This is an optimization exercise on Yosys and OpenROAD, whose aim is a short achievable clock period and few clock cycles, not a production implementation.
The RTL was checked by simulation tests, not by an equivalence proof against the original design.
Power is estimated from default activity; no workload was simulated.

==> flow/design.v <==
module riscv151_core
(
    input         clk,
    input         rst,
    output [13:0] fetch_addr,
    output        fetch_en,
    input  [31:0] imem_rdata,
    input  [31:0] bios_irdata,
    output [13:0] data_addr,
    output [31:0] data_wdata,
    output [3:0]  dmem_we,
    output [3:0]  imem_we,
    output [3:0]  io_we,
    input  [31:0] dmem_rdata,
    input  [31:0] bios_drdata
);
    localparam [29:0] RESET_PC = 30'h1000_0000;  
    localparam BI = 5;               
    localparam BN = 1 << BI;         
    localparam TW = 15 - BI;         
    reg  [29:0] pc_f;
    reg         v_i;
    reg  [29:0] pc_i;
    reg         selb_i, seli_i;
    reg         pred_i, hit_i;
    reg  [1:0]  ctr_i;
    reg  [29:0] ptgt_i;
    reg         v_d;
    reg  [31:0] ir_d;
    reg  [29:0] pc_d;
    reg         pred_d, hit_d;
    reg  [1:0]  ctr_d;
    reg  [29:0] ptgt_d;
    reg  [31:0] a_e, b_e, s_e;
    reg         fwa_e, fwb_e, fws_e;
    reg  [31:0] link_e;
    reg  [29:0] pc_e;
    reg  [29:0] tgt_e;
    reg  [29:0] ptgt_e;
    reg         c_eq_e, c_ne_e, c_lt_e, c_ge_e, c_ltu_e, c_geu_e;
    reg         hit_e;
    reg  [1:0]  ctr_e;
    reg         bios_e;
    reg  [2:0]  f3_e;
    reg  [4:0]  rd_e;
    reg         op_add_e, op_sub_e, op_sll_e, op_slt_e, op_sltu_e, op_xor_e,
                op_srl_e, op_sra_e, op_or_e, op_and_e, op_link_e;
    reg  [31:0] res_m;
    reg         z_m;                 
    reg  [31:0] wd_m;
    reg  [3:0]  sm_m;                 
    reg         rgd_m, rgi_m, rgo_m;  
    reg         ld_m, wen_m;
    reg  [2:0]  f3_m;
    reg  [4:0]  rd_m;
    reg  [31:0] res_w;
    reg         ld_w, wen_w;
    reg  [1:0]  dsel_w;  
    reg  [2:0]  f3_w;
    reg  [1:0]  off_w;
    reg  [4:0]  rd_w;
    reg  [31:0] wb_w2;
    reg         wen_w2;
    reg  [4:0]  rd_w2;
    reg  [31:0] rf [1:31];
    reg         btb_v   [0:BN-1];
    reg  [TW-1:0] btb_tag [0:BN-1];
    reg  [29:0] btb_tgt [0:BN-1];
    reg  [1:0]  btb_ctr [0:BN-1];
    reg         btb_j   [0:BN-1];
    reg         btb_r   [0:BN-1];      
    reg  [29:0] ras0, ras1, ras2, ras3;
    reg         kill_e;
    reg         rA_eq, rJ_eq, call_eq, ret_eq, rT_eq, rN_eq, br_eq, jal_eq, jalr_eq, ld_eq, st_eq, wen_eq, pred_eq;
    wire        rA_e = rA_eq & !kill_e;
    wire        rJ_e = rJ_eq & !kill_e;
    wire        call_e = call_eq & !kill_e;
    wire        ret_e = ret_eq & !kill_e;
    wire        rT_e = rT_eq & !kill_e;
    wire        rN_e = rN_eq & !kill_e;
    wire        br_e = br_eq & !kill_e;
    wire        jal_e = jal_eq & !kill_e;
    wire        jalr_e = jalr_eq & !kill_e;
    wire        ld_e = ld_eq & !kill_e;
    wire        st_e = st_eq & !kill_e;
    wire        wen_e = wen_eq & !kill_e;
    wire        pred_e = pred_eq & !kill_e;
    wire [31:0] a = fwa_e ? res_m : a_e;
    wire [31:0] b = fwb_e ? res_m : b_e;
    wire [31:0] s = fws_e ? res_m : s_e;
    wire [31:0] sum_ab  = a_e + b_e;
    wire [31:0] sum_mb  = res_m + b_e;
    wire [31:0] sum_am  = a_e + res_m;
    wire [31:0] sum_mm  = {res_m[30:0], 1'b0};
    wire [31:0] diff_ab = a_e - b_e;
    wire [31:0] diff_mb = res_m - b_e;
    wire [31:0] diff_am = a_e - res_m;
    wire        eq_ab   = (a_e == b_e);
    wire        eq_mb   = (res_m == b_e);
    wire        eq_am   = (a_e == res_m);
    wire        ltu_ab  = (a_e < b_e);
    wire        ltu_mb  = (res_m < b_e);
    wire        ltu_am  = (a_e < res_m);
    wire        lt_ab   = ($signed(a_e) < $signed(b_e));
    wire        lt_mb   = ($signed(res_m) < $signed(b_e));
    wire        lt_am   = ($signed(a_e) < $signed(res_m));
    wire        f_ab = !fwa_e & !fwb_e;
    wire        f_mb =  fwa_e & !fwb_e;
    wire        f_am = !fwa_e &  fwb_e;
    wire        f_mm =  fwa_e &  fwb_e;
    wire [31:0] sum  = ({32{f_ab}} & sum_ab) | ({32{f_mb}} & sum_mb)
                     | ({32{f_am}} & sum_am) | ({32{f_mm}} & sum_mm);
    wire [31:0] diff = ({32{f_ab}} & diff_ab) | ({32{f_mb}} & diff_mb) | ({32{f_am}} & diff_am);
    wire        eq   = (f_ab & eq_ab) | (f_mb & eq_mb) | (f_am & eq_am) | f_mm;
    wire        ltu  = (f_ab & ltu_ab) | (f_mb & ltu_mb) | (f_am & ltu_am);
    wire        lt   = (f_ab & lt_ab) | (f_mb & lt_mb) | (f_am & lt_am);
    wire [31:0] shl  = a << b[4:0];
    wire [31:0] shr  = a >> b[4:0];
    wire [31:0] sra  = $signed(a) >>> b[4:0];
    wire [31:0] alu =
          ({32{op_add_e}}  & sum)
        | ({32{op_sub_e}}  & diff)
        | ({32{op_sll_e}}  & shl)
        | ({32{op_slt_e}}  & {31'd0, lt})
        | ({32{op_sltu_e}} & {31'd0, ltu})
        | ({32{op_xor_e}}  & (a ^ b))
        | ({32{op_srl_e}}  & shr)
        | ({32{op_sra_e}}  & sra)
        | ({32{op_or_e}}   & (a | b))
        | ({32{op_and_e}}  & (a & b))
        | ({32{op_link_e}} & link_e);
    wire eqB  = (f_ab & eq_ab) | ((f_mb | f_am) & z_m) | f_mm;
    wire ltB  = (f_ab & lt_ab) | (f_mb & res_m[31]) | (f_am & !res_m[31] & !z_m);
    wire ltuB = (f_ab & ltu_ab) | (f_am & !z_m);
    wire cond = (c_eq_e & eqB) | (c_ne_e & !eqB) | (c_lt_e & ltB) | (c_ge_e & !ltB)
              | (c_ltu_e & ltuB) | (c_geu_e & !ltuB);
    wire zadd = ((a ^ b) == {(a[30:0] | b[30:0]), 1'b0});
    wire taken_e = jal_e | (br_e & cond);
    wire [31:0] jk   = {ptgt_e, 2'b00};
    wire        jc2a = (a_e[1] & b_e[1]) | ((a_e[1] ^ b_e[1]) & a_e[0] & b_e[0]);
    wire [31:0] jga  = (a_e & b_e) | ((a_e ^ b_e) & ~jk);
    wire        jok_a = ((a_e ^ b_e ^ jk) >> 2) == {jga[30:2], jc2a};
    wire late = br_e ? cond : (pred_e & jok_a);
    wire red1 = rA_e | rT_e;
    wire red0 = rA_e | rN_e | rJ_e;
    wire redirect = late ? red1 : red0;
    wire [3:0] region = sum[31:28];
    reg  [3:0] mask;
    reg  [31:0] wdata;
    always @(*) begin
        case (f3_e)
            3'd0: begin
                mask  = 4'b0001 << sum[1:0];
                wdata = {4{s[7:0]}};
            end
            3'd1: begin
                mask  = (sum[1:0] == 2'd0) ? 4'b0011 :
                        (sum[1:0] == 2'd1) ? 4'b0110 :
                        (sum[1:0] == 2'd2) ? 4'b1100 : 4'b0000;
                wdata = sum[0] ? {8'd0, s[15:0], 8'd0} : {2{s[15:0]}};
            end
            3'd2: begin
                mask  = 4'b1111;
                wdata = s;
            end
            default: begin
                mask  = 4'b0000;
                wdata = s;
            end
        endcase
    end
    wire [3:0] smask = st_e ? mask : 4'b0000;
    wire [3:0] rg_ab = sum_ab[31:28], rg_mb = sum_mb[31:28], rg_am = sum_am[31:28], rg_mm = sum_mm[31:28];
    wire rd_ab = (rg_ab == 4'h1) | (rg_ab == 4'h3), ri_ab = (rg_ab == 4'h2) | (rg_ab == 4'h3), ro_ab = (rg_ab == 4'h8);
    wire rd_mb = (rg_mb == 4'h1) | (rg_mb == 4'h3), ri_mb = (rg_mb == 4'h2) | (rg_mb == 4'h3), ro_mb = (rg_mb == 4'h8);
    wire rd_am = (rg_am == 4'h1) | (rg_am == 4'h3), ri_am = (rg_am == 4'h2) | (rg_am == 4'h3), ro_am = (rg_am == 4'h8);
    wire rd_mm = (rg_mm == 4'h1) | (rg_mm == 4'h3), ri_mm = (rg_mm == 4'h2) | (rg_mm == 4'h3), ro_mm = (rg_mm == 4'h8);
    wire       r_d  = (f_ab & rd_ab) | (f_mb & rd_mb) | (f_am & rd_am) | (f_mm & rd_mm);
    wire       r_i  = ((f_ab & ri_ab) | (f_mb & ri_mb) | (f_am & ri_am) | (f_mm & ri_mm)) & bios_e;
    wire       r_io = (f_ab & ro_ab) | (f_mb & ro_mb) | (f_am & ro_am) | (f_mm & ro_mm);
    wire [31:0] din = (dsel_w == 2'd0) ? dmem_rdata :
                      (dsel_w == 2'd1) ? bios_drdata : 32'd0;
    reg  [31:0] ld_val;
    always @(*) begin
        case (f3_w)
            3'd0: case (off_w)
                2'd0: ld_val = {{24{din[7]}},  din[7:0]};
                2'd1: ld_val = {{24{din[15]}}, din[15:8]};
                2'd2: ld_val = {{24{din[23]}}, din[23:16]};
                default: ld_val = {{24{din[31]}}, din[31:24]};
            endcase
            3'd1: case (off_w)
                2'd0: ld_val = {{16{din[15]}}, din[15:0]};
                2'd1: ld_val = {{16{din[23]}}, din[23:8]};
                2'd2: ld_val = {{16{din[31]}}, din[31:16]};
                default: ld_val = 32'd0;
            endcase
            3'd2: ld_val = din;
            3'd4: case (off_w)
                2'd0: ld_val = {24'd0, din[7:0]};
                2'd1: ld_val = {24'd0, din[15:8]};
                2'd2: ld_val = {24'd0, din[23:16]};
                default: ld_val = {24'd0, din[31:24]};
            endcase
            3'd5: case (off_w)
                2'd0: ld_val = {16'd0, din[15:0]};
                2'd1: ld_val = {16'd0, din[23:8]};
                2'd2: ld_val = {16'd0, din[31:16]};
                default: ld_val = 32'd0;
            endcase
            default: ld_val = 32'd0;
        endcase
    end
    wire [31:0] wb_w = ld_w ? ld_val : res_w;
    wire [6:0] opc = ir_d[6:0];
    wire [4:0] rd  = ir_d[11:7];
    wire [2:0] f3  = ir_d[14:12];
    wire [4:0] rs1 = ir_d[19:15];
    wire [4:0] rs2 = ir_d[24:20];
    wire       i30 = ir_d[30];
    wire is_lui   = (opc == 7'b0110111);
    wire is_auipc = (opc == 7'b0010111);
    wire is_jal   = (opc == 7'b1101111);
    wire is_jalr  = (opc == 7'b1100111);
    wire is_br    = (opc == 7'b1100011);
    wire is_ld    = (opc == 7'b0000011);
    wire is_st    = (opc == 7'b0100011);
    wire is_opi   = (opc == 7'b0010011);
    wire is_op    = (opc == 7'b0110011);
    wire use1 = is_jalr | is_br | is_ld | is_st | is_opi | is_op;
    wire use2 = is_br | is_st | is_op;
    wire wr   = (is_lui | is_auipc | is_jal | is_jalr | is_ld | is_opi | is_op) & (rd != 5'd0);
    wire [31:0] imm_i = {{20{ir_d[31]}}, ir_d[31:20]};
    wire [31:0] imm_s = {{20{ir_d[31]}}, ir_d[31:25], ir_d[11:7]};
    wire [31:0] imm_u = {ir_d[31:12], 12'd0};
    wire [31:0] imm_b = {{19{ir_d[31]}}, ir_d[31], ir_d[7], ir_d[30:25], ir_d[11:8], 1'b0};
    wire [31:0] imm_j = {{11{ir_d[31]}}, ir_d[31], ir_d[19:12], ir_d[20], ir_d[30:21], 1'b0};
    wire        shift_i = (f3 == 3'd1) | (f3 == 3'd5);
    wire [31:0] imm = (is_lui | is_auipc) ? imm_u :
                      is_st ? imm_s :
                      (is_opi & shift_i) ? {27'd0, ir_d[24:20]} : imm_i;
    wire [31:0] pc_d32   = {pc_d, 2'b00};
    wire [31:0] link_d   = pc_d32 + 32'd4;
    wire [31:0] tgt_d32  = pc_d32 + (is_jal ? imm_j : imm_b);
    wire [29:0] ta = pc_d;
    wire [29:0] tb = is_jal ? imm_j[31:2] : imm_b[31:2];
    wire [29:0] tk = ptgt_d;
    wire [29:0] tx = ta ^ tb ^ tk;
    wire [29:0] tc = {((ta[28:0] & tb[28:0]) | ((ta[28:0] ^ tb[28:0]) & ~tk[28:0])), 1'b0};
    wire        tok_d    = (tx == tc);
    wire arith = is_op | is_opi;
    wire d_add  = (arith & (f3 == 3'd0) & !(is_op & i30)) | is_lui | is_auipc | is_ld | is_st;
    wire d_sub  = arith & (f3 == 3'd0) & is_op & i30;
    wire d_sll  = arith & (f3 == 3'd1);
    wire d_slt  = arith & (f3 == 3'd2);
    wire d_sltu = arith & (f3 == 3'd3);
    wire d_xor  = arith & (f3 == 3'd4);
    wire d_srl  = arith & (f3 == 3'd5) & !i30;
    wire d_sra  = arith & (f3 == 3'd5) & i30;
    wire d_or   = arith & (f3 == 3'd6);
    wire d_and  = arith & (f3 == 3'd7);
    wire d_link = is_jal | is_jalr;
    wire e1 = wen_e  & (rd_e  == rs1);
    wire e2 = wen_e  & (rd_e  == rs2);
    wire m1 = wen_m  & (rd_m  == rs1);
    wire m2 = wen_m  & (rd_m  == rs2);
    wire w1 = wen_w  & (rd_w  == rs1);
    wire w2 = wen_w  & (rd_w  == rs2);
    wire x1 = wen_w2 & (rd_w2 == rs1);
    wire x2 = wen_w2 & (rd_w2 == rs2);
    reg  stall;
    wire [31:0] nb = ibus;
    wire [6:0]  nopc = nb[6:0];
    wire [4:0]  nrs1 = nb[19:15];
    wire [4:0]  nrs2 = nb[24:20];
    wire nuse1 = (nopc == 7'b1100111) | (nopc == 7'b1100011) | (nopc == 7'b0000011)
               | (nopc == 7'b0100011) | (nopc == 7'b0010011) | (nopc == 7'b0110011);
    wire nuse2 = (nopc == 7'b1100011) | (nopc == 7'b0100011) | (nopc == 7'b0110011);
    wire ldd   = v_d & is_ld & wr;    
    wire lde   = wen_e & ld_e;        
    wire naddsub = d_add | d_sub;
    wire nfa = v_d & wr & (rd == nrs1);
    wire nfb = v_d & wr & (rd == nrs2);
    wire nbrs = ((nopc == 7'b1100011) & ((nfa & !nfb & !((nrs2 == 5'd0) & naddsub))
                                       | (nfb & !nfa & !((nrs1 == 5'd0) & naddsub))))
              | ((nopc == 7'b1100111) & nfa);
    wire sB = v_i & (nbrs |
          (nuse1 & ((ldd & (rd == nrs1)) | (lde & (rd_e == nrs1))))
        | (nuse2 & ((ldd & (rd == nrs2)) | (lde & (rd_e == nrs2)))));
    wire sA = v_d & ((use1 & e1 & ld_e) | (use2 & e2 & ld_e));
    wire stall_n = !redirect & (stall ? sA : sB);
    wire [31:0] ibus = ({32{selb_i}} & bios_irdata) | ({32{seli_i}} & imem_rdata);
    wire [31:0] rf1 = (rs1 == 5'd0) ? 32'd0 : rf[rs1];
    wire [31:0] rf2 = (rs2 == 5'd0) ? 32'd0 : rf[rs2];
    wire [31:0] old1 = m1 ? res_m : (x1 ? wb_w2 : rf1);
    wire [31:0] old2 = m2 ? res_m : (x2 ? wb_w2 : rf2);
    wire        late1 = w1 & !m1;
    wire        late2 = w2 & !m2;
    wire [31:0] val1 = late1 ? wb_w : old1;
    wire [31:0] val2 = late2 ? wb_w : old2;
    wire [31:0] a_d = is_auipc ? pc_d32 : ((is_lui | is_jal) ? 32'd0 : val1);
    wire [31:0] b_d = (is_op | is_br) ? val2 : imm;
    wire [BI-1:0] bi    = pc_f[BI-1:0];
    wire        bhit    = btb_v[bi] & (btb_tag[bi] == {pc_f[28], pc_f[13:BI]});
    wire        bpred   = bhit & (btb_j[bi] | btb_r[bi] | btb_ctr[bi][1]);
    wire [29:0] btgt    = btb_r[bi] ? ras0 : btb_tgt[bi];
    wire [29:0] pc_next = bpred ? btgt : (pc_f + 30'd1);
    wire go = !stall & !redirect;
    wire dgo = !stall & v_d;
    wire [29:0] pc_norm = rst ? RESET_PC : (stall ? pc_f : pc_next);
    wire [29:0] pc_a    = jal_e ? tgt_e : link_e[31:2];
    wire [29:0] pc1 = rA_e ? pc_a : (rT_e ? tgt_e : pc_norm);
    wire [29:0] pc0 = rA_e ? pc_a : (rN_e ? link_e[31:2] : (rJ_e ? sum[31:2] : pc_norm));
    always @(posedge clk) begin
        if (rst) kill_e <= 1'b0;
        else     kill_e <= redirect;
        if (rst) stall <= 1'b0;
        else     stall <= stall_n;
        if (rst) begin
            v_i  <= 1'b0;
            v_d  <= 1'b0;
        end else if (redirect) begin
            v_i  <= 1'b0;
            v_d  <= 1'b0;
        end else if (!stall) begin
            v_i  <= 1'b1;
            v_d  <= v_i;
        end
        pc_f <= late ? pc1 : pc0;
    end
    always @(posedge clk) begin
        if (!stall) begin
            pc_i   <= pc_f;
            selb_i <= (pc_f[29:26] == 4'h4);
            seli_i <= (pc_f[29:26] == 4'h1);
            pred_i <= bpred;
            hit_i  <= bhit;
            ctr_i  <= btb_ctr[bi];
            ptgt_i <= btgt;
            ir_d   <= ibus;
            pc_d   <= pc_i;
            pred_d <= pred_i;
            hit_d  <= hit_i;
            ctr_d  <= ctr_i;
            ptgt_d <= ptgt_i;
        end
    end
    always @(posedge clk) begin
        if (rst) begin
            br_eq <= 1'b0; jal_eq <= 1'b0; jalr_eq <= 1'b0; ld_eq <= 1'b0;
            st_eq <= 1'b0; wen_eq <= 1'b0; pred_eq <= 1'b0;
            rA_eq <= 1'b0; rT_eq <= 1'b0; rN_eq <= 1'b0; rJ_eq <= 1'b0;
            call_eq <= 1'b0; ret_eq <= 1'b0;
        end else begin
            rA_eq   <= dgo & ((is_jal & !(pred_d & tok_d)) | (!is_jal & !is_br & !is_jalr & pred_d));
            rJ_eq   <= dgo & is_jalr;
            call_eq <= dgo & (is_jal | is_jalr) & ((rd == 5'd1) | (rd == 5'd5));
            ret_eq  <= dgo & is_jalr & (rd == 5'd0) & ((rs1 == 5'd1) | (rs1 == 5'd5));
            rT_eq   <= dgo & is_br & !(pred_d & tok_d);
            rN_eq   <= dgo & is_br & pred_d;
            br_eq   <= dgo & is_br;
            jal_eq  <= dgo & is_jal;
            jalr_eq <= dgo & is_jalr;
            ld_eq   <= dgo & is_ld;
            st_eq   <= dgo & is_st;
            wen_eq  <= dgo & wr;
            pred_eq <= dgo & pred_d;
        end
        a_e    <= a_d;
        b_e    <= b_d;
        s_e    <= val2;
        fwa_e  <= e1 & !(is_auipc | is_lui | is_jal);
        fwb_e  <= e2 & (is_op | is_br);
        fws_e  <= e2;
        link_e <= link_d;
        pc_e   <= pc_d;
        tgt_e  <= tgt_d32[31:2];
        ptgt_e <= ptgt_d;
        c_eq_e  <= (f3 == 3'd0);
        c_ne_e  <= (f3 == 3'd1);
        c_lt_e  <= (f3 == 3'd4);
        c_ge_e  <= (f3 == 3'd5);
        c_ltu_e <= (f3 == 3'd6);
        c_geu_e <= (f3 == 3'd7);
        hit_e  <= hit_d;
        ctr_e  <= ctr_d;
        bios_e <= link_d[30];
        f3_e   <= f3;
        rd_e   <= rd;
        op_add_e  <= d_add;
        op_sub_e  <= d_sub;
        op_sll_e  <= d_sll;
        op_slt_e  <= d_slt;
        op_sltu_e <= d_sltu;
        op_xor_e  <= d_xor;
        op_srl_e  <= d_srl;
        op_sra_e  <= d_sra;
        op_or_e   <= d_or;
        op_and_e  <= d_and;
        op_link_e <= d_link;
    end
    always @(posedge clk) begin
        if (rst) begin
            sm_m   <= 4'd0;
            ld_m   <= 1'b0;
            wen_m  <= 1'b0;
        end else begin
            sm_m   <= smask;
            ld_m   <= ld_e;
            wen_m  <= wen_e;
        end
        res_m <= alu;
        z_m   <= (op_add_e & zadd) | (op_sub_e & eq);
        wd_m  <= wdata;
        rgd_m <= r_d;
        rgi_m <= r_i;
        rgo_m <= r_io;
        f3_m  <= f3_e;
        rd_m  <= rd_e;
    end
    always @(posedge clk) begin
        if (rst) begin
            wen_w <= 1'b0;
            ld_w  <= 1'b0;
        end else begin
            wen_w <= wen_m;
            ld_w  <= ld_m;
        end
        res_w  <= res_m;
        f3_w   <= f3_m;
        off_w  <= res_m[1:0];
        rd_w   <= rd_m;
        dsel_w <= (res_m[31:28] == 4'h4) ? 2'd1 :
                  (res_m[31:28] == 4'h8) ? 2'd2 : 2'd0;
    end
    always @(posedge clk) begin
        if (rst) wen_w2 <= 1'b0;
        else     wen_w2 <= wen_w;
        wb_w2 <= wb_w;
        rd_w2 <= rd_w;
        if (wen_w2) rf[rd_w2] <= wb_w2;
    end
    reg        bu_we, bu_clr;
    reg [BI-1:0] bu_idx;
    reg [TW-1:0] bu_tag;
    reg [29:0] bu_tgt;
    reg [1:0]  bu_ctr;
    reg        bu_j, bu_r;
    always @(posedge clk) begin
        if (rst) begin
            bu_we  <= 1'b0;
            bu_clr <= 1'b0;
        end else begin
            bu_we  <= ((br_e | jal_e) & (taken_e | hit_e)) | ret_e;
            bu_clr <= pred_e & !(br_e | jal_e | ret_e);
        end
        bu_idx <= pc_e[BI-1:0];
        bu_tag <= {pc_e[28], pc_e[13:BI]};
        bu_tgt <= tgt_e;
        bu_ctr <= taken_e ? (hit_e ? ((ctr_e == 2'd3) ? 2'd3 : ctr_e + 2'd1) : 2'd2)
                          : ((ctr_e == 2'd0) ? 2'd0 : ctr_e - 2'd1);
        bu_j   <= jal_e;
        bu_r   <= ret_e;
    end
    always @(posedge clk) begin
        if (rst) begin
            ras0 <= 30'd0; ras1 <= 30'd0; ras2 <= 30'd0; ras3 <= 30'd0;
        end else if (call_e) begin
            ras0 <= link_e[31:2]; ras1 <= ras0; ras2 <= ras1; ras3 <= ras2;
        end else if (ret_e) begin
            ras0 <= ras1; ras1 <= ras2; ras2 <= ras3;
        end
    end
    integer k;
    always @(posedge clk) begin
        if (rst) begin
            for (k = 0; k < BN; k = k + 1) btb_v[k] <= 1'b0;
        end else if (bu_we) begin
            btb_v[bu_idx] <= 1'b1;
        end else if (bu_clr) begin
            btb_v[bu_idx] <= 1'b0;
        end
        if (bu_we) begin
            btb_tag[bu_idx] <= bu_tag;
            btb_tgt[bu_idx] <= bu_tgt;
            btb_ctr[bu_idx] <= bu_ctr;
            btb_j[bu_idx]   <= bu_j;
            btb_r[bu_idx]   <= bu_r;
        end
    end
    assign fetch_addr = pc_f[13:0];
    assign fetch_en   = !stall;
    assign data_addr  = res_m[15:2];
    assign data_wdata = wd_m;
    assign dmem_we    = rgd_m ? sm_m : 4'd0;
    assign imem_we    = rgi_m ? sm_m : 4'd0;
    assign io_we      = rgo_m ? sm_m : 4'd0;
endmodule
==> flow/flow/run.sh <==
#!/bin/bash
set -euo pipefail
bash standard.sh SETUP_SLACK_MARGIN=6.5 finish > standard.log 2>&1
==> flow/standard.sh <==
#!/bin/bash
# synth_recipe.tcl (not shown) runs the flow's synth.tcl, then flattens the netlist and writes it again
# the make line also repeats each setting of config.mk as NAME=value (left out here)
make -C /OpenROAD-flow-scripts/flow DESIGN_CONFIG=/design/flow/config.mk WORK_HOME=/design/flow/orfs CLKGATE_MAP_FILE= SYNTH_SCRIPT=/design/flow/synth_recipe.tcl "${@:-finish}"
==> flow/config.mk <==
export PLATFORM = sky130hd
export DESIGN_NAME = riscv151_core
export DESIGN_NICKNAME = riscv151_core
export VERILOG_FILES = /design/flow/design.v
export SDC_FILE = /design/flow/constraint.sdc
export NUM_CORES = 4
export LEC_CHECK = 0
export ABC_CLOCK_PERIOD_IN_PS = 4000
export CAP_MARGIN = 20
export CORE_MARGIN = 2
export CORE_UTILIZATION = 32
export PLACE_DENSITY = 0.55
export SLEW_MARGIN = 20
==> flow/constraint.sdc <==
create_clock -name core_clock -period 10.5 [get_ports {clk}]
set_input_delay 2.1000 -clock core_clock [delete_from_list [all_inputs] [get_ports {clk}]]
set_output_delay 2.1000 -clock core_clock [all_outputs]
set_load 0.01 [all_outputs]
==> impl_metrics.env, run 1 <==
export IMPL_outcome="complete, no violations"
export IMPL_globalRoute_totalOverflow=0
export IMPL_grt_max_degree=121
export IMPL_finalCritPeriodShare_pct=40.3
export IMPL_areaGrowthSynthToFinish_pct=19.4
export IMPL_grt_setup_unrepaired="yes"
export IMPL_commonest_register_cell_after_synthesis="edfxtp_1"
export IMPL_clock_tree_from_tritoncts="done"
export IMPL_p_leak_nw=60.6
export IMPL_critical_path_top_delay_family="buffers and inverters"
export IMPL_final_common_cell="edfxtp_1"
export IMPL_syn_avg_cell_area_sq_um=14.4
export IMPL_first_pass_iters=10
export IMPL_setup_tns_final_ns=0
export IMPL_design_final_nets=11400
export IMPL_post_synth_main_area_contributors="edfxtp_1, mux4_2, dfxtp_1"
export IMPL_max_clock_freq_ghz=0.236
export IMPL_required_ns=11.36
export IMPL_final_setup_violation_count=0
export IMPL_synth_largest_area_cell="edfxtp_1"
export IMPL_hold_violations=0
export IMPL_first_pass_grt_wire_length_um=808000
export IMPL_synthXorXnorAreaFrac_pct=2.15
export IMPL_chipHeight_um=691
export IMPL_die_area_sq_um=478000
export IMPL_area_share_of_the_leading_cell_type_in_the_synthesized_netlist_pct=51.5
export IMPL_avgViaCountPerCell=5.89
export IMPL_yosys_register_bits=3217
export IMPL_wire_per_inst_um=34.1
export IMPL_synthCells=10500
export IMPL_met1Wirelength_um=241000
export IMPL_cts_buffers=346
export IMPL_area_of_the_multi_input_gates_sq_um=60500
export IMPL_slew_headroom_pct=9.29
export IMPL_clk_transition_reported_paths_ns=0.06
export IMPL_number_of_distinct_library_cell_variants_in_the_gate_level_netlist_after_synthesis=87
export IMPL_synth_enable_flop_cells=2594
export IMPL_synth_async_sr_flop_share_pct=0
export IMPL_post_synth_instance_area_sq_um=151000
export IMPL_gp_congestion=1.04
export IMPL_reg2reg_slack_ns=6.27
export IMPL_cp_buffers_inverters=8
export IMPL_cp_slowest_cell="dfxtp_4"
export IMPL_grt_usage_pct=23.9
export IMPL_synth_compound_gate_area_share_pct=8.55
export IMPL_r2r_start="pc_f[1]"
export IMPL_drtIter0Drc=14700
export IMPL_clk_path_buf_depth=4
export IMPL_maxSlewViolCount=0
export IMPL_cts_hold_buffers_added=0
export IMPL_grt_pass1_vias=99900
export IMPL_stdcell_area_sq_um=180000
export IMPL_worst_slew_pin_slew_ns=1.36
export IMPL_synth_sequential_area_ratio_pct=59.8
export IMPL_ys_warn_count=1
export IMPL_route_top_layer_used="met5"
export IMPL_initial_utilization_pct=32.1
export IMPL_sum_of_met3_wire_segment_lengths_after_detailed_routing_um=60900
export IMPL_floorplan_rows=252
export IMPL_detailroute_wirelength_met2_um=265000
export IMPL_dpl_cell_area_sq_um=161000
export IMPL_cp_slowest_stage_delay_ns=0.40
export IMPL_routed_wire_length_um=596000
export IMPL_clk_root_buffer_cell="clkbuf_16"
export IMPL_yosys_mux_area_fraction_pct=17.1
export IMPL_die_width_um=691
export IMPL_dp_final_hpwl_um=380000
export IMPL_min_delay_path_class="flop to flop"
export IMPL_largest_family_of_logic_cells_by_synthesized_area="multiplexers"
export IMPL_clock_insertion_delay_worst_skew_ns=1.00
export IMPL_layout_min_cycle_time_ns=4.23
export IMPL_synthesis_nets=11000
export IMPL_vdd_ir_drop_worst_mv=0.152
export IMPL_critical_path_max_fanout=26
export IMPL_register_area_sq_um=90600
export IMPL_drv_cap=0
export IMPL_clock_skew_ns=0.101
export IMPL_mostFrequentLayoutCells="edfxtp_1, mux4_2, nand2_1"
export IMPL_detail_route_drc_violations=0
export IMPL_clock_sinks=3217
export IMPL_ant_nets=0
export IMPL_synth_simple_area_share_pct=6.27
export IMPL_ctsHtreeMaxLevel=5
export IMPL_min_from="pc_e[11]"
export IMPL_power_density_nw_per_um2=175
export IMPL_via_count_of_the_routed_design=103000
export IMPL_initial_antenna_violation_count=66
export IMPL_timing_worst_setup_path_type="flop to flop"
export IMPL_synth_adder_area_share_pct=3.29
export IMPL_nFillCells=43700
export IMPL_numPortBuffers=202
export IMPL_cp_data_arrival_time_ns=5.09
export IMPL_cp_end_kind="flop"
export IMPL_design_portCount=203
export IMPL_cp_startpoint="pc_f[1]"
export IMPL_critical_path_cell_chain="buf_4 -> bufbuf_16 -> mux4_2 -> a22o_1 -> a211o_1 -> nand2_1 -> xor2_1 -> nand4_1 -> buf_4 -> nor4_4 -> buf_12 -> buf_12 -> buf_12 -> buf_16 -> buf_4 -> o21ai_1 -> nand2_1 -> o21ai_1 -> a222oi_1 -> nand2_1"
export IMPL_drive_above_1_share_pct=25.3
export IMPL_critPathLaunchType="flop"
export IMPL_core_area_sq_um=471000
==> synth_stat cells, types with 65 or more instances <==
cell and count:
edfxtp_1 2594, nor2_1 703, ha_1 293, mux2i_1 370, a21oi_1 545, a21o_1 97, mux4_2 973, xor2_1 136
clkbuf_1 529, inv_1 358, o21ai_0 414, nor3_1 120, buf_1 114, a211oi_1 84, o211ai_1 72, nand3_1 97
a311oi_1 98, fa_1 65, dfxtp_1 623, a22oi_1 73, nand2_1 783, xnor2_1 235
==> final timing paths <==
kind,end,cells after the start
max,pc_f[16],20
min reg2reg,bu_tag[6],0
max reg2reg,pc_f[16],20
min,bu_tag[6],0
==> final cells by class <==
type / count / area share, %
clock buffer: 477 / 5.36
tap: 6223 / 4.32
sequential: 3217 / 50.2
clock inverter: 158 / 0.861
timing repair buffer: 812 / 4.82
multi-input combinational: 6195 / 33.6
timing repair inverter: 3 / 0.0146
inverter: 365 / 0.802
antenna: 46 / 0.0638
==> cell families (layout without fill, tap and decap cells) <==
group | Yosys count | in the layout
buffers and inverters | 1094 | 1815
muxes | 1365 | 1365
other | 0 | 46
xor gates and xnor gates | 371 | 371
and+or+nand+nor | 2130 | 2133
DFF | 3217 | 3217
AOI/OAI and AO/OA | 1968 | 1968
adders and majority gates | 358 | 358
==> report_power, final <==
part / internal, W / leakage (nW) / switching, W
sequential: 0.0140 / 29.2 / 0.000442
combinational: 0.00190 / 26.0 / 0.00299
clock: 0.00700 / 5.48 / 0.00525
total: 0.0229 / 60.6 / 0.00868
==> state kept, by name, summed over array words and instances (netlist names), 31 cells and up, named ones only <==
signal   count
btb_v       32
res_w       31
a_e         32
b_e         32
btb_tag    320
s_e         32
btb_j       32
ir_d        32
btb_r       32
wb_w2       32
rf         992
wd_m        32
btb_tgt    960
res_m       32
btb_ctr     64
==> per-stage QoR <==
step	total power, W	cells	utilization (%)	hold WS, ns	setup slack [ns]
2_1_floorplan	0.0168	10500	-	0.310	6.33
3_3_place_gp	0.0188	16500	34.2	0.313	4.61
3_5_place_dp	0.0188	16500	34.2	0.313	4.65
4_1_cts	0.0313	17300	37.7	0.326	6.31
5_1_grt	0.0323	17500	38.3	0.331	6.14
6_report	0.0315	17500	38.3	0.327	6.27
==> layer usage <==
layer  global-route usage [%]  vias up
met4                     10.1       22
met1                     32.8    54000
met3                     5.37     1195
met2                     36.4     6062
li1                         -    41800
met5                    0.520        -
==> repair_timing <==
action / 4_1_cts / 5_1_grt
setup endpoints to repair: 313 / 142
cloned: 35 / 11
resized for setup: 705 / 391
buffers inserted: 158 / 119
pin swaps: 115 / 179
Testbench counts, summed over its fixed seeds: cycles 89,069.
==> run 2, diff against run 1 <==
--- a/flow/design.v
+++ b/flow/design.v
@@ -48,3 +48,2 @@
     reg  [31:0] res_m;
-    reg         z_m;                 
     reg  [31:0] wd_m;
@@ -131,8 +130,4 @@
         | ({32{op_link_e}} & link_e);
-    wire eqB  = (f_ab & eq_ab) | ((f_mb | f_am) & z_m) | f_mm;
-    wire ltB  = (f_ab & lt_ab) | (f_mb & res_m[31]) | (f_am & !res_m[31] & !z_m);
-    wire ltuB = (f_ab & ltu_ab) | (f_am & !z_m);
-    wire cond = (c_eq_e & eqB) | (c_ne_e & !eqB) | (c_lt_e & ltB) | (c_ge_e & !ltB)
-              | (c_ltu_e & ltuB) | (c_geu_e & !ltuB);
-    wire zadd = ((a ^ b) == {(a[30:0] | b[30:0]), 1'b0});
+    wire cond = (c_eq_e & eq) | (c_ne_e & !eq) | (c_lt_e & lt) | (c_ge_e & !lt)
+              | (c_ltu_e & ltu) | (c_geu_e & !ltu);
     wire taken_e = jal_e | (br_e & cond);
@@ -140,5 +135,20 @@
     wire        jc2a = (a_e[1] & b_e[1]) | ((a_e[1] ^ b_e[1]) & a_e[0] & b_e[0]);
+    wire        jc2m = (res_m[1] & b_e[1]) | ((res_m[1] ^ b_e[1]) & res_m[0] & b_e[0]);
     wire [31:0] jga  = (a_e & b_e) | ((a_e ^ b_e) & ~jk);
+    wire [31:0] jgm  = (res_m & b_e) | ((res_m ^ b_e) & ~jk);
     wire        jok_a = ((a_e ^ b_e ^ jk) >> 2) == {jga[30:2], jc2a};
-    wire late = br_e ? cond : (pred_e & jok_a);
+    wire        jok_m = ((res_m ^ b_e ^ jk) >> 2) == {jgm[30:2], jc2m};
+    wire        jok   = (fwa_e & jok_m) | (!fwa_e & jok_a);
+    function lsel;
+        input c_eq, c_ne, c_lt, c_ge, c_ltu, c_geu, br, rj, pr;
+        input eq_x, lt_x, ltu_x, jok_x;
+        lsel = br ? ((c_eq & eq_x) | (c_ne & !eq_x) | (c_lt & lt_x) | (c_ge & !lt_x)
+                   | (c_ltu & ltu_x) | (c_geu & !ltu_x))
+                  : (pr & jok_x);
+    endfunction
+    wire l_ab = lsel(c_eq_e, c_ne_e, c_lt_e, c_ge_e, c_ltu_e, c_geu_e, br_e, rJ_e, pred_e, eq_ab, lt_ab, ltu_ab, jok_a);
+    wire l_mb = lsel(c_eq_e, c_ne_e, c_lt_e, c_ge_e, c_ltu_e, c_geu_e, br_e, rJ_e, pred_e, eq_mb, lt_mb, ltu_mb, jok_m);
+    wire l_am = lsel(c_eq_e, c_ne_e, c_lt_e, c_ge_e, c_ltu_e, c_geu_e, br_e, rJ_e, pred_e, eq_am, lt_am, ltu_am, jok_a);
+    wire l_mm = lsel(c_eq_e, c_ne_e, c_lt_e, c_ge_e, c_ltu_e, c_geu_e, br_e, rJ_e, pred_e, 1'b1, 1'b0, 1'b0, jok_m);
+    wire late = (f_ab & l_ab) | (f_mb & l_mb) | (f_am & l_am) | (f_mm & l_mm);
     wire red1 = rA_e | rT_e;
@@ -280,9 +290,3 @@
     wire lde   = wen_e & ld_e;        
-    wire naddsub = d_add | d_sub;
-    wire nfa = v_d & wr & (rd == nrs1);
-    wire nfb = v_d & wr & (rd == nrs2);
-    wire nbrs = ((nopc == 7'b1100011) & ((nfa & !nfb & !((nrs2 == 5'd0) & naddsub))
-                                       | (nfb & !nfa & !((nrs1 == 5'd0) & naddsub))))
-              | ((nopc == 7'b1100111) & nfa);
-    wire sB = v_i & (nbrs |
+    wire sB = v_i & (
           (nuse1 & ((ldd & (rd == nrs1)) | (lde & (rd_e == nrs1))))
@@ -412,3 +416,2 @@
         res_m <= alu;
-        z_m   <= (op_add_e & zadd) | (op_sub_e & eq);
         wd_m  <= wdata;
==> run 2 against run 1 <==
  * Design area grew 0.62%
  * Setup slack worse by 0.26 ns
  * Flip-flop and latch count fell by 1
  * Synthesized area increased by 1.2%
  * Clock-buffer cell count down 11
==> impl_metrics.env, run 2 <==
export IMPL_register_area_sq_um=90600
export IMPL_nFillCells=44300
export IMPL_synth_async_sr_flop_share_pct=0
export IMPL_cp_data_arrival_time_ns=5.35
export IMPL_chipHeight_um=695
export IMPL_mostFrequentLayoutCells="edfxtp_1, mux4_2, nand2_1"
export IMPL_synth_enable_flop_cells=2594
export IMPL_clock_skew_ns=0.113
export IMPL_cts_hold_buffers_added=0
export IMPL_cp_startpoint="b_e[24]"
export IMPL_first_pass_grt_wire_length_um=806000
export IMPL_critPathCapture="pc_f[22]"
export IMPL_drv_cap=0
export IMPL_r2r_start="b_e[24]"
export IMPL_gp_congestion=0.980
export IMPL_first_pass_iters=6
export IMPL_internal_power_w=0.0232
export IMPL_routed_wire_length_um=594000
export IMPL_ctsHtreeMaxLevel=5
export IMPL_globalRoute_totalOverflow=0
export IMPL_finalCritPeriodShare_pct=42.7
export IMPL_clk_transition_reported_paths_ns=0.06
export IMPL_drive_above_1_share_pct=25.4
export IMPL_power_frac_clock_pct=39.0
export IMPL_areaGrowthSynthToFinish_pct=18.7
export IMPL_reg2reg_slack_ns=6.01
export IMPL_final_common_cell="edfxtp_1"
export IMPL_die_area_sq_um=484000
export IMPL_clock_sinks=3216
export IMPL_stdcell_area_sq_um=182000
export IMPL_die_width_um=695
export IMPL_drtIter0Drc=14300
export IMPL_dp_final_hpwl_um=380000
export IMPL_cts_buffers=350
export IMPL_hold_violations=0
export IMPL_grt_usage_pct=23.6
export IMPL_clock_tree_from_tritoncts="done"
export IMPL_ys_warn_count=1
export IMPL_vdd_ir_drop_worst_mv=0.130
export IMPL_initial_antenna_violation_count=50
export IMPL_share_comb_of_total_power_pct=16.0
export IMPL_min_from="ctr_d[1]"
export IMPL_post_synth_instance_area_sq_um=153000
export IMPL_worstHoldPathCells=0
export IMPL_synthCells=10500
export IMPL_grt_max_degree=127
export IMPL_dpl_cell_area_sq_um=163000
export IMPL_synth_most_common_cell="edfxtp_1"
export IMPL_clk_path_buf_depth=4
export IMPL_syn_avg_cell_area_sq_um=14.5
export IMPL_commonest_register_cell_after_synthesis="edfxtp_1"
export IMPL_synth_sequential_area_ratio_pct=59.1
export IMPL_core_area_sq_um=475000
export IMPL_setup_tns_final_ns=0
export IMPL_largest_register_ff_count=992
export IMPL_post_synth_main_area_contributors="edfxtp_1, mux4_2, dfxtp_1"
export IMPL_r2r_worst_path_cells=17
export IMPL_initial_utilization_pct=32.2
export IMPL_clk_root_buffer_cell="clkbuf_16"
export IMPL_synth_largest_area_cell="edfxtp_1"
export IMPL_cp_end_kind="flop"
export IMPL_numPortBuffers=202
export IMPL_largest_register="rf"
export IMPL_critPathLaunchType="flop"
export IMPL_timing_worst_setup_path_type="flop to flop"
export IMPL_worst_slew_pin_slew_ns=1.20
export IMPL_slew_headroom_pct=17.4
export IMPL_design_final_nets=11500
export IMPL_detail_route_drc_violations=0
export IMPL_critical_path_max_fanout=7
export IMPL_avgViaCountPerCell=5.85
export IMPL_ant_nets=0
export IMPL_design_portCount=203
export IMPL_max_clock_freq_ghz=0.223
export IMPL_via_count_of_the_routed_design=103000
export IMPL_area_share_of_the_leading_cell_type_in_the_synthesized_netlist_pct=50.9
export IMPL_reg2reg_to="pc_f[22]"
export IMPL_hold_ws_ns=0.324
export IMPL_outcome="complete, no violations"
export IMPL_clock_insertion_delay_worst_skew_ns=1.00
export IMPL_netSwitchingFraction_pct=27.7
export IMPL_number_of_distinct_library_cell_variants_in_the_gate_level_netlist_after_synthesis=99
export IMPL_biggestRegsByFlops="rf x992, btb_tgt x960, btb_tag x320"
export IMPL_layout_min_cycle_time_ns=4.49
export IMPL_postLayoutCoreUtil_pct=38.2
export IMPL_area_of_the_multi_input_gates_sq_um=61600
export IMPL_synth_commonest_cells="edfxtp_1, mux4_2, nor2_1, nand2_1, dfxtp_1"
export IMPL_final_setup_violation_count=0
export IMPL_wire_per_inst_um=33.6
export IMPL_p_leak_nw=61.2
export IMPL_seq_power_share_pct=45.0
export IMPL_synthesis_nets=11100
export IMPL_maxSlewViolCount=0
export IMPL_power_density_nw_per_um2=177
export IMPL_yosys_register_bits=3216
export IMPL_grt_setup_unrepaired="yes"
export IMPL_power_switching_w=0.00891
export IMPL_required_ns=11.37
export IMPL_grt_pass1_vias=100000
export IMPL_min_delay_path_class="flop to flop"
export IMPL_floorplan_rows=253
## run 2: cell count changes in the layout (fill, tap and decap cells not counted), moves of 26 or more
cell	previous run	this run
o21ai_0	302	268
nand2_1	777	685
and3_1	17	51
o221a_2	1	31
o211ai_1	72	104
a21boi_0	32	6
fa_1	58	90
o21ai_1	87	52
a31oi_1	27	63
mux2_2	20	51
a222oi_1	46	14
o21a_1	20	63
a21oi_2	63	36
## run 2: layout make-up
| cell class | count | area share (%) |
|---|---|---|
| diodes | 28 | 0.0386 |
| clock buffers | 466 | 5.30 |
| clock inverters | 183 | 1.05 |
| inverters | 360 | 0.774 |
| multi-input cells | 6240 | 33.9 |
| flip-flops and latches | 3216 | 49.9 |
| well taps | 6375 | 4.39 |
| repair buffers | 799 | 4.61 |
| repair inverters | 1 | 0.00276 |
## run 2: kinds of logic (layout without fill, tap and decap cells)
group,after synthesis,after routing,synth area share (%)
DFF,3216,3216,59.1
AOI/OAI and AO/OA,1980,1981,8.75
xor gates and xnor gates,357,357,2.04
and+or+nand+nor,2103,2108,6.24
muxes,1411,1411,17.4
other,0,28,0
adders and majority gates,383,383,3.59
buffers and inverters,1088,1809,2.88
## run 2: worst min-delay path by stage
| stage | end | slack [ns] |
|---|---|---|
| global route | ctr_e[1] | 0.33 |
| finish | ctr_e[1] | 0.32 |
| CTS | ctr_e[1] | 0.32 |
| global placement | f3_w[2] | 0.32 |
| detailed placement | bu_idx[2] | 0.31 |
| floorplan | bu_idx[0] | 0.31 |
## run 2: critical path: stages, from the launching register on
cell and delay [ns]:
dfxtp_1 0.31, buf_4 0.19, inv_1 0.15, ha_2 0.47
nand4_1 0.14, nor2_1 0.46, nand3_1 0.15, o32a_1 0.31
and3_4 0.23, a41o_1 0.25, a221o_2 0.45, nor4_4 0.28
buf_6 0.17, buf_12 0.11, nor3_4 0.04, buf_6 0.18
a22o_1 0.21, a221o_1 0.26
## run 2: power groups by stage
stage	registers (W)	logic (W)	clock network, W
6_report	0.0144	0.00514	0.0125
5_1_grt	0.0145	0.00534	0.0131
3_5_place_dp	0.0147	0.00437	0
3_3_place_gp	0.0147	0.00436	0
4_1_cts	0.0144	0.00480	0.0127
2_1_floorplan	0.0145	0.00267	0
## run 2: routing by layer
layer / vias to the layer above / part of all wire [%] / wire (um) / track usage, %
li1: 42200 / - / - / -
met1: 54100 / 40 / 237000 / 31.7
met2: 5933 / 45 / 265000 / 36.2
met3: 1157 / 10 / 60500 / 5.92
met4: 26 / 5.2 / 30600 / 10.5
met5: - / 0.025 / 151 / 0
## run 2: timing repair
action,in CTS,in global routing
gates resized for setup,663,269
cloned,25,10
pin swaps,98,106
buffers inserted,175,85
setup endpoints to repair,281,117
## run 2: metrics by stage
| step | power [W] | worst slack, ns | instances |
|---|---|---|---|
| after global routing | 0.0329 | 5.90 | 17600 |
| after CTS | 0.0319 | 6.24 | 17500 |
| after detailed placement | 0.0191 | 4.39 | 16700 |
| after floorplan | 0.0171 | 6.34 | 10500 |
| after global placement | 0.0191 | 4.33 | 16700 |
| final | 0.0321 | 6.01 | 17700 |
Testbench counts of run 2, summed over its fixed seeds: cycles 88,385.
==> run 3, diff against run 2 <==
--- a/flow/design.v
+++ b/flow/design.v
@@ -49,4 +49,3 @@
     reg  [31:0] wd_m;
-    reg  [3:0]  sm_m;                 
-    reg         rgd_m, rgi_m, rgo_m;  
+    reg  [3:0]  dwe_m, iwe_m, iowe_m;
     reg         ld_m, wen_m;
@@ -407,3 +406,5 @@
         if (rst) begin
-            sm_m   <= 4'd0;
+            dwe_m  <= 4'd0;
+            iwe_m  <= 4'd0;
+            iowe_m <= 4'd0;
             ld_m   <= 1'b0;
@@ -411,3 +412,5 @@
         end else begin
-            sm_m   <= smask;
+            dwe_m  <= r_d  ? smask : 4'd0;
+            iwe_m  <= r_i  ? smask : 4'd0;
+            iowe_m <= r_io ? smask : 4'd0;
             ld_m   <= ld_e;
@@ -417,5 +420,2 @@
         wd_m  <= wdata;
-        rgd_m <= r_d;
-        rgi_m <= r_i;
-        rgo_m <= r_io;
         f3_m  <= f3_e;
@@ -497,5 +497,5 @@
     assign data_wdata = wd_m;
-    assign dmem_we    = rgd_m ? sm_m : 4'd0;
-    assign imem_we    = rgi_m ? sm_m : 4'd0;
-    assign io_we      = rgo_m ? sm_m : 4'd0;
+    assign dmem_we    = dwe_m;
+    assign imem_we    = iwe_m;
+    assign io_we      = iowe_m;
 endmodule
==> run 3 against run 2 <==
  * Still clean
  * Final cell count rose by 1.2%
  * Global-route usage fell by 0.84 points
  * Critical path depth fell by 8
  * Critical path type unchanged
  * Critical endpoint is now pc_f[0]
  * Largest power group unchanged
==> impl_metrics.env, run 3 <==
export IMPL_outcome="complete, no violations"
export IMPL_via_count_of_the_routed_design=104000
export IMPL_drive_above_1_share_pct=24.3
export IMPL_synthesis_nets=11300
export IMPL_largest_family_of_logic_cells_by_synthesized_area="multiplexers"
export IMPL_avgViaCountPerCell=5.79
export IMPL_drv_cap=0
export IMPL_dp_final_hpwl_um=370000
export IMPL_grt_max_degree=134
export IMPL_design_portCount=203
export IMPL_cp_buffers_inverters=4
export IMPL_stdcell_area_sq_um=182000
export IMPL_max_clock_freq_ghz=0.237
export IMPL_hold_violations=0
export IMPL_ant_nets=0
export IMPL_synth_largest_area_cell="edfxtp_1"
export IMPL_largest_register_ff_count=992
export IMPL_die_width_um=698
export IMPL_numPortBuffers=202
export IMPL_synth_enable_flop_cells=2594
export IMPL_first_pass_grt_wire_length_um=792000
export IMPL_area_share_of_the_leading_cell_type_in_the_synthesized_netlist_pct=50.6
export IMPL_largest_register="rf"
export IMPL_finalCritPeriodShare_pct=40.1
export IMPL_critical_path_max_fanout=32
export IMPL_cp_slowest_stage_delay_ns=0.95
export IMPL_dp_slack_ns=4.85
export IMPL_ctsHtreeMaxLevel=5
export IMPL_synth_async_sr_flop_share_pct=0
export IMPL_synthXorXnorAreaFrac_pct=2.01
export IMPL_final_setup_violation_count=0
export IMPL_post_synth_main_area_contributors="edfxtp_1, mux4_2, dfxtp_1"
export IMPL_clk_path_buf_depth=4
export IMPL_routed_wire_length_um=577000
export IMPL_synthCells=10800
export IMPL_area_of_the_multi_input_gates_sq_um=62700
export IMPL_drtIter0Drc=14300
export IMPL_syn_avg_cell_area_sq_um=14.2
export IMPL_cp_slowest_cell="nor2_1"
export IMPL_worst_path_most_repeated_cell="buf_4"
export IMPL_synth_most_common_cell="edfxtp_1"
export IMPL_clock_skew_ns=0.140
export IMPL_clk_transition_reported_paths_ns=0.06
export IMPL_register_area_sq_um=90700
export IMPL_layout_cells_non_filler=17900
export IMPL_biggestRegsByFlops="rf x992, btb_tgt x960, btb_tag x320"
export IMPL_clock_insertion_delay_worst_skew_ns=1.01
export IMPL_number_of_distinct_library_cell_variants_in_the_gate_level_netlist_after_synthesis=91
export IMPL_critPathLaunchType="flop"
export IMPL_cts_buffers=349
export IMPL_power_density_nw_per_um2=174
export IMPL_detail_route_drc_violations=0
export IMPL_globalRoute_totalOverflow=0
export IMPL_hold_end="bu_idx[0]"
export IMPL_reg2reg_to="pc_f[0]"
export IMPL_clk_root_buffer_cell="clkbuf_16"
export IMPL_final_common_cell="edfxtp_1"
export IMPL_nFillCells=44800
export IMPL_dpl_cell_area_sq_um=164000
export IMPL_layout_min_cycle_time_ns=4.21
export IMPL_design_final_nets=11700
export IMPL_areaGrowthSynthToFinish_pct=18.3
export IMPL_floorplan_rows=254
export IMPL_reg2reg_slack_ns=6.29
export IMPL_wire_per_inst_um=32.3
export IMPL_grt_setup_unrepaired="yes"
export IMPL_timing_worst_setup_path_type="flop to flop"
export IMPL_cp_data_arrival_time_ns=5.04
export IMPL_setup_tns_final_ns=0
export IMPL_vdd_ir_drop_worst_mv=0.129
export IMPL_worstHoldPathCells=0
export IMPL_first_pass_iters=6
export IMPL_gp_congestion=0.977
export IMPL_synth_simple_area_share_pct=6.77
export IMPL_grt_usage_pct=22.8
export IMPL_critical_path_top_delay_family="simple AND/OR/NAND/NOR gates"
export IMPL_chipHeight_um=698
export IMPL_fin_ws_ns=6.29
export IMPL_grt_pass1_vias=99300
export IMPL_critical_path_cell_chain="buf_4 -> clkinv_1 -> buf_4 -> nand2_1 -> nor2_1 -> nor2_1 -> buf_4 -> a32o_1 -> or3_4"
export IMPL_core_area_sq_um=479000
export IMPL_synth_adder_area_share_pct=3.57
export IMPL_ys_warn_count=1
export IMPL_slew_headroom_pct=16.1
export IMPL_cp_end_kind="flop"
export IMPL_r2r_start="kill_e"
export IMPL_maxSlewViolCount=0
export IMPL_min_from="pc_e[0]"
export IMPL_post_synth_instance_area_sq_um=154000
export IMPL_clock_sinks=3221
export IMPL_p_leak_nw=61.2
export IMPL_commonest_register_cell_after_synthesis="edfxtp_1"
export IMPL_worst_slew_pin_slew_ns=1.22
export IMPL_synth_sequential_area_ratio_pct=58.7
export IMPL_yosys_register_bits=3221
export IMPL_initial_utilization_pct=32.1
export IMPL_yosys_mux_area_fraction_pct=17.3
export IMPL_min_delay_path_class="flop to flop"
export IMPL_clock_tree_from_tritoncts="done"
export IMPL_synth_compound_gate_area_share_pct=8.65
export IMPL_synth_commonest_cells="edfxtp_1, mux4_2, nor2_1, nand2_1, dfxtp_1"
export IMPL_cts_hold_buffers_added=0
export IMPL_dp_cells=17000
export IMPL_required_ns=11.33
export IMPL_hold_ws_ns=0.325
export IMPL_die_area_sq_um=487000
export IMPL_r2r_worst_path_cells=9
export IMPL_mostFrequentLayoutCells="edfxtp_1, mux4_2, nor2_1"
export IMPL_initial_antenna_violation_count=60
## run 3: cell types whose count changed after synthesis, moves of 38 or more
cell     delta
nor2_1    +125
o21ai_0    +64
a21o_1     -43
a21oi_1    +38
nor3_1     +38
o21a_1     -40
## run 3: logic make-up (layout without fill, tap and decap cells)
kind of cell             count (synthesis)  after routing
flip-flops                            3221           3221
AND/OR/NAND/NOR                       2317           2318
AO/OA/AOI/OAI                         2014           2019
multiplexers                          1431           1431
buffers and inverters                 1088           1731
adder cells (fa/ha/maj)                383            383
XOR/XNOR                               353            353
other                                    0             29
## run 3: cell type report
type	instances	area share [%]
clock buffers	466	5.21
repair buffers	730	4.21
multi-input cells	6504	34.4
diodes	29	0.0398
inverters	354	0.748
clock inverters	180	1.15
repair inverters	1	0.00481
flip-flops and latches	3221	49.8
well taps	6400	4.40
## run 3: report_power, final
part	leakage [nW]	internal [W]	total, W	switching, W
clock network	5.66	0.00728	0.0126	0.00532
logic	25.8	0.00183	0.00457	0.00274
registers	29.7	0.0140	0.0144	0.000467
total	61.2	0.0231	0.0316	0.00853
## run 3: routing by layer
layer | GRT usage (%) | part of all wire, % | up-vias | wire length (um)
li1 | - | - | 42900 | -
met1 | 31.6 | 41 | 54000 | 237000
met2 | 34.5 | 44 | 5600 | 254000
met3 | 5.40 | 10 | 1027 | 59100
met4 | 8.97 | 4.7 | 16 | 27100
met5 | 0.275 | 0.026 | - | 150
## run 3: worst max path at each step
stage | startpoint | end | cells after the start
2_1_floorplan | bios_drdata[7] | b_e[31] | 13
3_3_place_gp | pc_f[0] | pc_f[0] | 12
3_5_place_dp | pc_f[0] | pc_f[0] | 12
4_1_cts | pc_f[3] | pc_f[0] | 16
5_1_grt | kill_e | pc_f[0] | 9
6_report | kill_e | pc_f[0] | 9
## run 3: through the flow
step | utilization [%] | total power (W)
after floorplan | - | 0.0170
after global placement | 34.2 | 0.0187
after detailed placement | 34.2 | 0.0187
after CTS | 37.4 | 0.0314
after global routing | 38.0 | 0.0324
final | 38.0 | 0.0316
## run 3: repair_timing
item                       4_1_cts  5_1_grt
buffers inserted               116      103
setup endpoints to repair      253      152
gates resized for setup        570      386
pin swaps                       66      170
cloned                          26        8
Testbench counts of run 3, summed over its fixed seeds: cycles 88,385.

-- what the ideal ports hide --
In the flow no input, the clock included, has a driving cell. The finished layouts below were timed again as built, in two steps. Step 1, drivers: a clkbuf_16 drives clk and a buf_2 each remaining input, both assumed. Step 2 adds t to the input delays and takes it off the output delays; t is the mean of the earliest and latest rising clock arrival at the registers after step 1. Input paths then give back, and output paths get back, about the clock's delay inside the block. Three values: no drivers, after step 1, after step 2; two values: the first two.
| run | t, ns | setup slack, ns | worst setup path after step 2 | latest minus earliest clock arrival (ns) |
|---|---|---|---|---|
| run 1 | 1.075 | 6.271 / 6.271 / 5.381 | input to register | 0.102 / 0.102 |
| run 2 | 1.061 | 6.013 / 6.013 / 5.347 | input to register | 0.116 / 0.116 |
| run 3 | 1.069 | 6.289 / 6.289 / 5.530 | input to register | 0.142 / 0.142 |
After both steps every run listed still meets setup and hold. For run 1, which loses most, drivers alone change the setup slack by 0.000 ns; drivers and shift together by -0.890 ns.
